What follows belongs to an exercise in optimizing a design on an open flow for small area; a production flow would make more cautious choices. Where RTL was checked, it was by simulation tests only, not by an equivalence proof against the original. No activity file was given, so power comes from the tool's default toggle rates.

==> flow/design.v (excerpt) <==
module tb_hw (
    input clk,
    input rst,
    output out_test,
    input uart_rx,
    output rpi_tx,
    input sck_in,
    input ws_in,
    input sd_in,
    output out_test2,
    output [7:0] led
);
    wire rstn = ~rst;
    reg uart_m, uart_s;
    reg sck_m, sck_s;
    reg ws_m, ws_s;
    reg sd_m, sd_s;
    always @(posedge clk) begin
        uart_m <= uart_rx & rstn;
        uart_s <= uart_m & rstn;
        sck_m  <= sck_in & rstn;
        sck_s  <= sck_m & rstn;
    end
    always @(posedge clk) begin
        ws_m <= ws_in; ws_s <= ws_m;
        sd_m <= sd_in; sd_s <= sd_m;
    end
    assign rpi_tx = uart_s;
    reg sck_d1, sck_d2;
    always @(posedge clk) begin
        sck_d1 <= sck_s & rstn;
        sck_d2 <= sck_d1 & rstn;
    end
    wire sck_p = sck_d1 & ~sck_d2;
    wire sck_n = ~sck_d1 & sck_d2;
    wire p_ld = sck_p & rstn;
    wire p_hd = ~sck_p & rstn;
    reg wsd, wsd1;
    always @(posedge clk) begin
        wsd  <= (ws_s & p_ld) | (wsd  & p_hd);
        wsd1 <= (wsd  & p_ld) | (wsd1 & p_hd);
    end
    wire wsp = wsd ^ wsd1;
    wire sample_clk = wsp & ~wsd;
    reg [3:0] counter;
    always @(posedge clk) begin
        if (rst) counter <= 4'd0;
        else if (sck_n) begin
            if (wsp) counter <= 4'd15;
            else if (counter != 4'd0) counter <= counter - 4'd1;
        end
    end
    reg [15:0] buffer;
    wire sd_r = sd_s & rstn;
    genvar gi;
    generate
        for (gi = 0; gi < 16; gi = gi + 1) begin : g_buf
            wire wr = rst | (sck_p & (counter == gi));
            always @(posedge clk) buffer[gi] <= wr ? sd_r : buffer[gi];
        end
    endgenerate
    reg [15:0] left_channel, right_channel;
    wire ld_l = sck_p & wsp & wsd;
    wire ld_r = sck_p & wsp & ~wsd;
    wire l_ld = ld_l & rstn, l_hd = ~ld_l & rstn;
    wire r_ld = ld_r & rstn, r_hd = ~ld_r & rstn;
    always @(posedge clk) begin
        left_channel  <= (buffer & {16{l_ld}}) | (left_channel  & {16{l_hd}});
        right_channel <= (buffer & {16{r_ld}}) | (right_channel & {16{r_hd}});
    end
    reg [16:0] dac_l, dac_r;
    wire [16:0] dac_l_nx, dac_r_nx;
    wire pos_l = ~dac_l[16];
    wire pos_r = ~dac_r[16];
  ...
For scale: roughly 640 cells after synthesis, roughly 140 flip-flops, roughly 7100 um2 of cells after synthesis.
make LEC_CHECK=0 CAP_MARGIN=20 CORE_MARGIN=2 CORE_UTILIZATION=40 CTS_BUF_LIST=sky130_fd_sc_hd__clkbuf_8 CTS_CLUSTER_DIAMETER=80 CTS_CLUSTER_SIZE=30 SLEW_MARGIN=20 SYNTH_MEMORY_MAX_BITS=262144 finish   # period 10.0 ns
run.sh (not shown) runs the stock make flow with config.mk's settings and CLKGATE_MAP_FILE= SYNTH_SCRIPT=/design/flow/synth_recipe.tcl, a recipe that flattens the netlist after the stock synthesis.
The starting point produced a clean layout.
==> next run, changes <==
CTS_BUF_LIST = default   (was sky130_fd_sc_hd__clkbuf_8)
CTS_CLUSTER_DIAMETER = default   (was 80)
CTS_CLUSTER_SIZE = default   (was 30)
After rerunning:
- total power rose by 14%
- critical path depth rose by 3
- global-route usage hardly moves
- non-clock buffer count stays the same
- design area rose by 2.2%
- worst setup slack barely changes
- sequential power stays flat
- fmax is about the same
==> next run, changes <==
CTS_BUF_LIST = sky130_fd_sc_hd__clkbuf_4 sky130_fd_sc_hd__clkbuf_8 sky130_fd_sc_hd__clkbuf_16   (was default)
GPL_TIMING_DRIVEN = 0   (was default)
Outcome: Sequential cell count is unchanged; clock-buffer cell count came out higher by 1; core utilization went up by 1.0 points; clock skew barely changes; die area does not change; sequential share of layout area goes down by 0.70 points; wire length goes up by roughly a tenth; setup slack got worse by 0.12 ns; power grows by a few percent.
==> next run, changes <==
CTS_BUF_LIST = default   (was sky130_fd_sc_hd__clkbuf_4 sky130_fd_sc_hd__clkbuf_8 sky130_fd_sc_hd__clkbuf_16)
CTS_CLUSTER_DIAMETER = 100   (was default)
CTS_CLUSTER_SIZE = 40   (was default)
GPL_TIMING_DRIVEN = default   (was 0)
Total power came out lower by 6.0%. First-iteration DRC count came out lower by 3.6%. Design area came out lower by 2.1%. Sequential power is about the same. Area after synthesis does not change. Register-to-register slack improves by 0.12 ns. Cell count came out lower by 2.2%. Worst setup slack improves by 0.12 ns. Wire length came out lower by 10%. Utilization came out lower by 1.0 points.
Function was not checked in any run of this note: the RTL went through the layout flow alone.

========
Another version of the RTL of tb_hw (not shown whole).
Size: ~17 I/O pins.
// tb_hw
module tb_hw (
    input clk,
    input rst,
    output out_test,
    input uart_rx,
    output rpi_tx,
    input sck_in,
    input ws_in,
    input sd_in,
    output out_test2,
    output [7:0] led
);
    wire rstn = ~rst;
    reg uart_m, uart_s;
    reg sck_m, sck_s;
    reg ws_m, ws_s;
    reg sd_m, sd_s;
    always @(posedge clk) begin
        uart_m <= uart_rx & rstn;
        uart_s <= uart_m & rstn;
        sck_m  <= sck_in & rstn;
        sck_s  <= sck_m & rstn;
    end
    always @(posedge clk) begin
        ws_m <= ws_in; ws_s <= ws_m;
        sd_m <= sd_in; sd_s <= sd_m;
    end
    assign rpi_tx = uart_s;
    reg sck_d1, sck_d2;
    always @(posedge clk) begin
        sck_d1 <= sck_s & rstn;
        sck_d2 <= sck_d1 & rstn;
    end
    wire sck_p = sck_d1 & ~sck_d2;
    wire sck_n = ~sck_d1 & sck_d2;
    wire p_ld = sck_p & rstn;
    wire p_hd = ~sck_p & rstn;
    reg wsd, wsd1;
    always @(posedge clk) begin
        wsd  <= (ws_s & p_ld) | (wsd  & p_hd);
        wsd1 <= (wsd  & p_ld) | (wsd1 & p_hd);
    end
    wire wsp = wsd ^ wsd1;
    wire sample_clk = wsp & ~wsd;
    reg [3:0] counter;
    always @(posedge clk) begin
        if (rst) counter <= 4'd0;
        else if (sck_n) begin
            if (wsp) counter <= 4'd15;
            else if (counter != 4'd0) counter <= counter - 4'd1;
        end
    end
    reg [15:0] buffer;
    wire sd_r = sd_s & rstn;
    genvar gi;
    generate
        for (gi = 0; gi < 16; gi = gi + 1) begin : g_buf
            wire wr = rst | (sck_p & (counter == gi));
            always @(posedge clk) buffer[gi] <= wr ? sd_r : buffer[gi];
        end
    endgenerate
  ...
==> flow/config.mk <==
export PLATFORM = sky130hd
export DESIGN_NAME = tb_hw
export DESIGN_NICKNAME = tb_hw
export VERILOG_FILES = /design/flow/design.v
export SDC_FILE = /design/flow/constraint.sdc
export NUM_CORES = 4
export LEC_CHECK = 0
export CAP_MARGIN = 20
export CORE_MARGIN = 2
export CORE_UTILIZATION = 45
export PLACE_DENSITY = 0.9
export SLEW_MARGIN = 20
export SYNTH_MEMORY_MAX_BITS = 262144
==> flow/constraint.sdc <==
create_clock -name core_clock -period 10.0 [get_ports {clk}]
set_input_delay 2.0000 -clock core_clock [delete_from_list [all_inputs] [get_ports {clk}]]
set_output_delay 2.0000 -clock core_clock [all_outputs]
set_load 0.01 [all_outputs]
standard.sh (not shown) runs the stock make flow with config.mk's settings and CLKGATE_MAP_FILE= SYNTH_SCRIPT=/design/flow/synth_recipe.tcl, a recipe that flattens the netlist after the stock synthesis.
==> flow/flow/run.sh <==
#!/bin/bash
# Standard ORFS layout with three changes: ports buffered with buf_1 cells,
# clock tree built from clkbuf_8 cells without dummy loads, and larger
# sink clusters.  Each tool's output is in orfs/logs; make's own output goes
# to flow_make.log.
set -euo pipefail
bash standard.sh \
  "BUFFER_PORTS_ARGS=-buffer_cell sky130_fd_sc_hd__buf_1" \
  "CTS_ARGS=-sink_clustering_enable -repair_clock_nets -dont_use_dummy_load -buf_list sky130_fd_sc_hd__clkbuf_4 -sink_clustering_size 20 -sink_clustering_max_diameter 60" \
  finish > flow_make.log 2>&1
The starting point produced a clean layout.
Rerun with:
Settings changed: CORE_UTILIZATION 45 to 65, PLACE_DENSITY 0.9 to default.
=> The new run finished with timing, DRC and antenna clean. Power is about the same. Die area came out lower by about 30%. Final cell count goes down by about 8%. Worst setup slack loses 0.047 ns. Maximum frequency drops by about 0.5%. Global-route usage rose by 8.4 points. Critical path depth goes up by 2.
Rerun with:
Settings changed: CORE_UTILIZATION 65 to 55.
The changed run produced a clean layout.
Register-to-register slack improved by 0.02 ns.
Clock power is about the same.
Hold slack improved by 0.017 ns.
Final area barely changes.
Clock-buffer cell count stays the same.
Setup slack improved by 0.024 ns.
Critical path depth is lower by 1.
Utilization is lower by 10 points.
Combinational power barely changes.
Routed wire length is higher by about 0.6%.

==> what the ideal ports hide <==
The results above use ideal ports. As a check the final layouts listed here were re-extracted and re-timed, cells and wires unchanged. Step 1 assumes that a clkbuf_16 drives the clock port and a buf_2 every other input. Step 2 times the ports against the registers' clock, not the clock port: input delays grow and output delays shrink by t, the midpoint of the rising clock arrivals with the driver on. a / b / c = ideal / step 1 / step 2; a / b = the first two.
run | t, ns | slack for setup (ns) | worst setup path after step 2 | worst slew at a driven data input, ns | pins driven straight from the clock port
the first run of note 1 | 0.481 | 0.293 / 0.293 / 0.293 | register to register | 0.05 | 1
the second run of note 1 | 0.459 | 0.294 / 0.294 / 0.294 | register to register | 0.05 | 1
the third run of note 1 | 0.469 | 0.170 / 0.170 / 0.170 | register to register | 0.03 | 1
the fourth run of note 1 | 0.459 | 0.294 / 0.294 / 0.294 | register to register | 0.05 | 1
the first run of note 2 | 0.564 | 0.334 / 0.334 / 0.334 | register to register | 0.03 | 1
the second run of note 2 | 0.545 | 0.287 / 0.287 / 0.287 | register to register | 0.03 | 1
the third run of note 2 | 0.550 | 0.311 / 0.311 / 0.311 | register to register | 0.03 | 1
After both steps setup and hold are still met in every run listed.
